This design comes from an exercise in tuning for small area on the open sky130 flow, not from production work. Only simulation tests tie the RTL to the original design; equivalence was not proved. The clock port is modelled as an ideal driver, which makes a skipped or thinned clock tree look cheaper than it is; a real chip needs a root buffer or a tree. No activity file was given, so power comes from the tool's default toggle rates.

## run A
Design Micro_Con_ROM, start of the top module:
module Micro_Con_ROM(clk, rst, REF, POT, PWM, Ena_ADC);
input clk, rst;
input [17:0] REF, POT;
output reg [17:0] PWM;
output Ena_ADC;
localparam [17:0] HSTART = 18'd206621;    
reg [3:0]  sj;      
reg [1:0]  sh;      
reg        idle;    
reg [17:0] H;       
reg [17:0] A;
reg [15:0] Dr;
wire [17:0] D = {Dr, 2'b00};
wire x0, x1, sREF, sPOT, sA, sD, sK, neg, inc, ldP, ldA, ldD;
wire [7:0] lo;       
wire [3:0] hi;       
CtrlPre pre (.sj(sj), .sh(sh), .idle(idle), .lo(lo), .hi(hi));
CtrlOut out (.lo(lo), .hi(hi), .idle(idle), .rst(rst), .x0(x0), .x1(x1), .sREF(sREF),
             .sPOT(sPOT), .sA(sA), .sD(sD), .sK(sK), .neg(neg), .inc(inc),
             .ldP(ldP), .ldA(ldA), .ldD(ldD));
wire [17:0] S;
wire [17:0] H2 = {H[16:0], 1'b0};
wire [18:0] c;
assign c[0] = neg | inc;
wire x2 = !x0 && !x1;
genvar gi;
generate for (gi = 0; gi < 18; gi = gi + 1) begin : dp
  wire xb, bb;
  XMux #(.B0(gi == 0)) xm (.x1(x1), .x2(x2), .h(H[gi]), .h2(H2[gi]), .x(xb));
  BMux #(.KB(HSTART[gi]), .DB(gi >= 2)) bm (.sr(sREF), .r(REF[gi]), .sp(sPOT), .p(POT[gi]),
           .sa(sA), .a(A[gi]), .sd(sD), .d(D[gi]), .sk(sK), .neg(neg), .b(bb));
  FullAdd fa (.a(xb), .b(bb), .ci(c[gi]), .s(S[gi]), .co(c[gi+1]));
end endgenerate
wire cout = c[18];
always @(posedge clk) begin
  H <= S;
  if (ldP) PWM <= S;
  if (ldA) A <= S;
  if (ldD) Dr <= S[17:2];
end
wire [3:0] sj_next;
wire [1:0] sh_next;
wire idle_next;
StepNext stn (.sj(sj), .sh(sh), .idle(idle), .lo(lo), .hi(hi), .rst(rst), .cout(cout),
  ...
clock: 15.0 ns
lec_check: 0
cap_margin: 20
core_margin: 2
core_utilization: 40
slew_margin: 20
synth_hierarchical: 1
standard.sh (not shown) runs the stock make flow with config.mk's settings and CLKGATE_MAP_FILE= SYNTH_SCRIPT=/design/flow/synth_recipe.tcl, a recipe that flattens the netlist after the stock synthesis.
==> flow/flow/run.sh <==
#!/bin/bash
# The standard layout (standard synthesis) with buf_1 port buffers and the
# clock tree of flow/pre_cts.tcl (a root buffer driving one leaf buffer per
# size-limited k-means group of clock sinks). make's output goes to standard.log.
set -uo pipefail
export FLOW_CLK_ROOT=sky130_fd_sc_hd__clkbuf_8
export FLOW_CLK_LEAF=sky130_fd_sc_hd__clkbuf_8
export FLOW_CLK_GROUPS=5
bash standard.sh \
  "BUFFER_PORTS_ARGS=-buffer_cell sky130_fd_sc_hd__buf_1" \
  "PRE_CTS_TCL=$(pwd)/flow/pre_cts.tcl" \
  finish > standard.log 2>&1
rc=$?
tail -5 standard.log
exit $rc
==> flow/flow/pre_cts.tcl <==
# Clock tree made here instead of by TritonCTS. The clock sinks are split into
# FLOW_CLK_GROUPS groups of at most ceil(n/groups)+1 sinks by k-means on their
# placed positions followed by a nearest-first assignment under that size
# limit; each group is
# driven by a FLOW_CLK_LEAF buffer at the group's centroid, and all leaf
# buffers by one FLOW_CLK_ROOT buffer at the centroid of the leaves, which the
# clock port drives. clock_tree_synthesis then only marks the clock as
# propagated.
set block [ord::get_db_block]
set db [ord::get_db]
set root_master [$db findMaster $::env(FLOW_CLK_ROOT)]
set leaf_master [$db findMaster $::env(FLOW_CLK_LEAF)]
set k $::env(FLOW_CLK_GROUPS)
set clknet [$block findNet clk]
set sinks [$clknet getITerms]
set n [llength $sinks]
set xs {}; set ys {}
foreach it $sinks {
  set bb [[$it getInst] getBBox]
  lappend xs [expr {([$bb xMin] + [$bb xMax]) / 2.0}]
  lappend ys [expr {([$bb yMin] + [$bb yMax]) / 2.0}]
}
# initial centres: sinks spread along the sorted order of x + y
set order [lsort -real -indices [lmap x $xs y $ys {expr {$x + 0.5 * $y}}]]
for {set g 0} {$g < $k} {incr g} {
  set i [lindex $order [expr {int(($g + 0.5) * $n / $k)}]]
  set cx($g) [lindex $xs $i]; set cy($g) [lindex $ys $i]
}
for {set iter 0} {$iter < 50} {incr iter} {
  for {set g 0} {$g < $k} {incr g} { set sx($g) 0.0; set sy($g) 0.0; set cnt($g) 0 }
  set asg {}
  for {set i 0} {$i < $n} {incr i} {
    set x [lindex $xs $i]; set y [lindex $ys $i]
    set best 0; set bd 1e30
    for {set g 0} {$g < $k} {incr g} {
      set d [expr {abs($x - $cx($g)) + abs($y - $cy($g))}]
      if { $d < $bd } { set bd $d; set best $g }
    }
    lappend asg $best
    set sx($best) [expr {$sx($best) + $x}]; set sy($best) [expr {$sy($best) + $y}]
    incr cnt($best)
  }
  for {set g 0} {$g < $k} {incr g} {
    if { $cnt($g) > 0 } {
      set cx($g) [expr {$sx($g) / $cnt($g)}]; set cy($g) [expr {$sy($g) / $cnt($g)}]
    }
  }
}
# balanced assignment: take (sink, centre) pairs nearest first, keep a group
# from growing past the limit
set cap [expr {($n + $k - 1) / $k + 1}]
set pairs {}
for {set i 0} {$i < $n} {incr i} {
  set x [lindex $xs $i]; set y [lindex $ys $i]
  for {set g 0} {$g < $k} {incr g} {
    lappend pairs [list [expr {abs($x - $cx($g)) + abs($y - $cy($g))}] $i $g]
  }
}
set pairs [lsort -real -index 0 $pairs]
for {set g 0} {$g < $k} {incr g} { set cnt($g) 0; set sx($g) 0.0; set sy($g) 0.0 }
set asg [lrepeat $n -1]
foreach pr $pairs {
  lassign $pr d i g
  if { [lindex $asg $i] >= 0 || $cnt($g) >= $cap } { continue }
  lset asg $i $g
  incr cnt($g)
  set sx($g) [expr {$sx($g) + [lindex $xs $i]}]; set sy($g) [expr {$sy($g) + [lindex $ys $i]}]
}
for {set g 0} {$g < $k} {incr g} {
  if { $cnt($g) > 0 } {
    set cx($g) [expr {$sx($g) / $cnt($g)}]; set cy($g) [expr {$sy($g) / $cnt($g)}]
  }
}
set rnet [odb::dbNet_create $block clk_root]
$rnet setSigType CLOCK
set root [odb::dbInst_create $block $root_master clk_root_buf]
[$root findITerm A] connect $clknet
set rx 0.0; set ry 0.0; set used 0
for {set g 0} {$g < $k} {incr g} {
  if { $cnt($g) == 0 } { continue }
  set net [odb::dbNet_create $block clk_leaf_$g]
  $net setSigType CLOCK
  set inst [odb::dbInst_create $block $leaf_master clk_leaf_buf_$g]
  for {set i 0} {$i < $n} {incr i} {
    if { [lindex $asg $i] == $g } {
      set it [lindex $sinks $i]
      $it disconnect
      $it connect $net
    }
  }
  [$inst findITerm A] connect $rnet
  [$inst findITerm X] connect $net
  $inst setLocation [expr {int($cx($g))}] [expr {int($cy($g))}]
  $inst setPlacementStatus PLACED
  set rx [expr {$rx + $cx($g)}]; set ry [expr {$ry + $cy($g)}]; incr used
  puts "pre_cts: group $g: $cnt($g) sinks on clk_leaf_buf_$g"
}
[$root findITerm X] connect $rnet
$root setLocation [expr {int($rx / $used)}] [expr {int($ry / $used)}]
$root setPlacementStatus PLACED

rename clock_tree_synthesis tritoncts_unused
proc clock_tree_synthesis { args } {
  puts "clock_tree_synthesis replaced by flow/pre_cts.tcl"
  set_propagated_clock [all_clocks]
}
Changes in run B relative to run A:
==> flow/flow/run.sh <==
#!/bin/bash
# The standard layout (standard synthesis) with buf_1 port buffers and the
# clock tree of flow/pre_cts.tcl (a root buffer driving one leaf buffer per
# k-means group of clock sinks). make's output goes to standard.log.
set -uo pipefail
export FLOW_CLK_ROOT=sky130_fd_sc_hd__clkbuf_8
export FLOW_CLK_LEAF=sky130_fd_sc_hd__clkbuf_8
export FLOW_CLK_GROUPS=6
bash standard.sh \
  "BUFFER_PORTS_ARGS=-buffer_cell sky130_fd_sc_hd__buf_1" \
  "PRE_CTS_TCL=$(pwd)/flow/pre_cts.tcl" \
  finish > standard.log 2>&1
rc=$?
tail -5 standard.log
exit $rc
diff --git a/flow/flow/pre_cts.tcl b/flow/flow/pre_cts.tcl
--- a/flow/flow/pre_cts.tcl
+++ b/flow/flow/pre_cts.tcl
@@ -1,6 +1,4 @@
 # Clock tree made here instead of by TritonCTS. The clock sinks are split into
-# FLOW_CLK_GROUPS groups of at most ceil(n/groups)+1 sinks by k-means on their
-# placed positions followed by a nearest-first assignment under that size
-# limit; each group is
+# FLOW_CLK_GROUPS groups by k-means on their placed positions; each group is
 # driven by a FLOW_CLK_LEAF buffer at the group's centroid, and all leaf
 # buffers by one FLOW_CLK_ROOT buffer at the centroid of the leaves, which the
@@ -47,29 +45,4 @@
   }
 }
-# balanced assignment: take (sink, centre) pairs nearest first, keep a group
-# from growing past the limit
-set cap [expr {($n + $k - 1) / $k + 1}]
-set pairs {}
-for {set i 0} {$i < $n} {incr i} {
-  set x [lindex $xs $i]; set y [lindex $ys $i]
-  for {set g 0} {$g < $k} {incr g} {
-    lappend pairs [list [expr {abs($x - $cx($g)) + abs($y - $cy($g))}] $i $g]
-  }
-}
-set pairs [lsort -real -index 0 $pairs]
-for {set g 0} {$g < $k} {incr g} { set cnt($g) 0; set sx($g) 0.0; set sy($g) 0.0 }
-set asg [lrepeat $n -1]
-foreach pr $pairs {
-  lassign $pr d i g
-  if { [lindex $asg $i] >= 0 || $cnt($g) >= $cap } { continue }
-  lset asg $i $g
-  incr cnt($g)
-  set sx($g) [expr {$sx($g) + [lindex $xs $i]}]; set sy($g) [expr {$sy($g) + [lindex $ys $i]}]
-}
-for {set g 0} {$g < $k} {incr g} {
-  if { $cnt($g) > 0 } {
-    set cx($g) [expr {$sx($g) / $cnt($g)}]; set cy($g) [expr {$sy($g) / $cnt($g)}]
-  }
-}
 set rnet [odb::dbNet_create $block clk_root]
 $rnet setSigType CLOCK
### Flow results
Slew of the pin with the lowest slew margin (lower): run B
Going from run A to run B, met2 demand-to-capacity share in global routing went up 0.17 points, routed length per placed instance held, wire length on met3 went up 4.1%, number of violations reported at the end of detailed-routing iteration 0 went up 3, power went up 1.2%.
Worst hold slack of run A is on par with run B.
Run A was smaller in final cell area than run B.
Changes in run C relative to run B:
==> flow/flow/run.sh <==
#!/bin/bash
# The standard layout (standard synthesis) with buf_1 port buffers and the
# clock tree of flow/pre_cts.tcl (a root buffer driving one leaf buffer per
# size-limited k-means group of clock sinks). make's output goes to standard.log.
set -uo pipefail
export FLOW_CLK_ROOT=sky130_fd_sc_hd__clkbuf_4
export FLOW_CLK_LEAF=sky130_fd_sc_hd__clkbuf_8
export FLOW_CLK_GROUPS=5
bash standard.sh \
  "BUFFER_PORTS_ARGS=-buffer_cell sky130_fd_sc_hd__buf_1" \
  "PRE_CTS_TCL=$(pwd)/flow/pre_cts.tcl" \
  finish > standard.log 2>&1
rc=$?
tail -5 standard.log
exit $rc
diff --git a/flow/flow/pre_cts.tcl b/flow/flow/pre_cts.tcl
--- a/flow/flow/pre_cts.tcl
+++ b/flow/flow/pre_cts.tcl
@@ -1,4 +1,6 @@
 # Clock tree made here instead of by TritonCTS. The clock sinks are split into
-# FLOW_CLK_GROUPS groups by k-means on their placed positions; each group is
+# FLOW_CLK_GROUPS groups of at most ceil(n/groups)+1 sinks by k-means on their
+# placed positions followed by a nearest-first assignment under that size
+# limit; each group is
 # driven by a FLOW_CLK_LEAF buffer at the group's centroid, and all leaf
 # buffers by one FLOW_CLK_ROOT buffer at the centroid of the leaves, which the
@@ -45,4 +47,29 @@
   }
 }
+# balanced assignment: take (sink, centre) pairs nearest first, keep a group
+# from growing past the limit
+set cap [expr {($n + $k - 1) / $k + 1}]
+set pairs {}
+for {set i 0} {$i < $n} {incr i} {
+  set x [lindex $xs $i]; set y [lindex $ys $i]
+  for {set g 0} {$g < $k} {incr g} {
+    lappend pairs [list [expr {abs($x - $cx($g)) + abs($y - $cy($g))}] $i $g]
+  }
+}
+set pairs [lsort -real -index 0 $pairs]
+for {set g 0} {$g < $k} {incr g} { set cnt($g) 0; set sx($g) 0.0; set sy($g) 0.0 }
+set asg [lrepeat $n -1]
+foreach pr $pairs {
+  lassign $pr d i g
+  if { [lindex $asg $i] >= 0 || $cnt($g) >= $cap } { continue }
+  lset asg $i $g
+  incr cnt($g)
+  set sx($g) [expr {$sx($g) + [lindex $xs $i]}]; set sy($g) [expr {$sy($g) + [lindex $ys $i]}]
+}
+for {set g 0} {$g < $k} {incr g} {
+  if { $cnt($g) > 0 } {
+    set cx($g) [expr {$sx($g) / $cnt($g)}]; set cy($g) [expr {$sy($g) / $cnt($g)}]
+  }
+}
 set rnet [odb::dbNet_create $block clk_root]
 $rnet setSigType CLOCK
### Flow results
The total routing usage reported by global routing on run C is in line with that on run B.
The via count reported for run C is smaller than that of run B by 14.
Compared with run B, run C shows a lower ratio of final minimum period to clock period.
Pin count of the biggest net entering global routing: run C vs run B down 4.8%
Setup slack of the critical path after layout improves in run C relative to run B.
Here is what was changed in the inputs of run D compared with run C.
==> flow/flow/run.sh <==
#!/bin/bash
# The standard layout (standard synthesis, with config.mk's settings) with
# buf_1 port buffers and the clock tree of flow/pre_cts.tcl: a root buffer
# driving one leaf buffer per size-limited k-means group of clock sinks.
# make's output goes to standard.log; ORFS's own logs stay under orfs/logs.
set -uo pipefail
export FLOW_CLK_ROOT=sky130_fd_sc_hd__clkbuf_4
export FLOW_CLK_LEAF=sky130_fd_sc_hd__clkbuf_8
export FLOW_CLK_GROUPS=5
bash standard.sh \
  "BUFFER_PORTS_ARGS=-buffer_cell sky130_fd_sc_hd__buf_1" \
  "PRE_CTS_TCL=$(pwd)/flow/pre_cts.tcl" \
  finish > standard.log 2>&1
rc=$?
tail -5 standard.log
exit $rc
diff --git a/flow/flow/pre_cts.tcl b/flow/flow/pre_cts.tcl
--- a/flow/flow/pre_cts.tcl
+++ b/flow/flow/pre_cts.tcl
@@ -1,7 +1,6 @@
-# Clock tree made here instead of by TritonCTS. The clock sinks are split into
-# FLOW_CLK_GROUPS groups of at most ceil(n/groups)+1 sinks by k-means on their
-# placed positions followed by a nearest-first assignment under that size
-# limit; each group is
-# driven by a FLOW_CLK_LEAF buffer at the group's centroid, and all leaf
+# Clock tree made here instead of by TritonCTS. The clock sinks are split
+# into FLOW_CLK_GROUPS groups of at most ceil(n/groups)+1 sinks: k-means on
+# their placed positions, then a nearest-first assignment under that limit.
+# Each group is driven by a FLOW_CLK_LEAF buffer at its centroid, and all leaf
 # buffers by one FLOW_CLK_ROOT buffer at the centroid of the leaves, which the
 # clock port drives. clock_tree_synthesis then only marks the clock as
==> summary.txt <==
Comparing run C with run D, the power share of the sequential group came out essentially unchanged. Die area came out exactly the same in run D and run C. As far as post-detailed-routing wire length goes, run D and run C are indistinguishable; the numbers are identical. Reported for run D and run C, core region area turned out identical to the last digit. Run D -> run C: switching power of the nets delta 0, exact match. Comparing run C against run D, there is no change at all in met2 track demand over resource. Comparing run C against run D, there is no change at all in layout multi-input combinational cell count.
The inputs of run E differ from those of run D as listed below.
==> flow/flow/run.sh <==
#!/bin/bash
# The standard layout (standard synthesis) with buf_1 port buffers and the
# clock tree of flow/pre_cts.tcl (a root buffer driving one leaf buffer per
# size-limited k-means group of clock sinks). make's output goes to standard.log.
set -uo pipefail
export FLOW_CLK_ROOT=sky130_fd_sc_hd__clkbuf_8
export FLOW_CLK_LEAF=sky130_fd_sc_hd__clkbuf_8
export FLOW_CLK_GROUPS=6
bash standard.sh \
  "BUFFER_PORTS_ARGS=-buffer_cell sky130_fd_sc_hd__buf_1" \
  "PRE_CTS_TCL=$(pwd)/flow/pre_cts.tcl" \
  finish > standard.log 2>&1
rc=$?
tail -5 standard.log
exit $rc
diff --git a/flow/flow/pre_cts.tcl b/flow/flow/pre_cts.tcl
--- a/flow/flow/pre_cts.tcl
+++ b/flow/flow/pre_cts.tcl
@@ -1,6 +1,7 @@
-# Clock tree made here instead of by TritonCTS. The clock sinks are split
-# into FLOW_CLK_GROUPS groups of at most ceil(n/groups)+1 sinks: k-means on
-# their placed positions, then a nearest-first assignment under that limit.
-# Each group is driven by a FLOW_CLK_LEAF buffer at its centroid, and all leaf
+# Clock tree made here instead of by TritonCTS. The clock sinks are split into
+# FLOW_CLK_GROUPS groups of at most ceil(n/groups)+1 sinks by k-means on their
+# placed positions followed by a nearest-first assignment under that size
+# limit; each group is
+# driven by a FLOW_CLK_LEAF buffer at the group's centroid, and all leaf
 # buffers by one FLOW_CLK_ROOT buffer at the centroid of the leaves, which the
 # clock port drives. clock_tree_synthesis then only marks the clock as
Results
| routing usage on met1 | run E vs run D | ≈ equal |. Taking run D as the reference point, the worst setup slack of run E falls by 0.041 ns. From run E to run D, worst reg2reg path depth did not move at all. Comparing run D against run E, there is no change at all in placer congestion estimate. Compared to run D, run E has combinational power share 0.5 points lower. Summary of run E over run D: leakage dissipation went up, switching power went up. Diff run D and run E: total wirelength of the detailed-routed design higher in run E. The higher maximum clock frequency of run D and run E is in run D. Relative to run D, the met3 layer wire length in the routed design measured on run E has increased by a few percent. As far as detailed-route via count is concerned, run D and run E perform about the same.
No run of this note takes its clock network from TritonCTS; it comes from the design's own scripts or RTL.

port drivers added, routing unchanged:
Ports are ideal in the flow. The routed layouts listed here were re-timed in OpenROAD. Step 1 sets driving cells, clkbuf_16 on the clock port and buf_2 on the other inputs (assumed; they add their load-dependent delay and slew). Step 2 moves the port delays by t, midway between the first and last clock arrival at a register: inputs arrive t later, outputs are due t later. That takes back most of the time a late clock gives input paths. Slacks: no drivers / after step 1 / after step 2; pairs: no drivers / after step 1.
run | shift t [ns] | setup slack, ns | hold WS [ns] | latest minus earliest clock arrival (ns)
run A | 0.350 | 4.294 / 4.301 / 3.951 | 0.522 / 0.522 / 0.522 | 0.025 / 0.025
run B | 0.369 | 4.309 / 4.317 / 3.948 | 0.522 / 0.522 / 0.522 | 0.039 / 0.039
run C | 0.405 | 4.352 / 4.356 / 3.951 | 0.521 / 0.521 / 0.521 | 0.025 / 0.025
run D | 0.405 | 4.352 / 4.356 / 3.951 | 0.521 / 0.521 / 0.521 | 0.025 / 0.025
run E | 0.366 | 4.311 / 4.320 / 3.953 | 0.522 / 0.522 / 0.522 | 0.015 / 0.015
After both steps setup and hold are still met in every run listed.
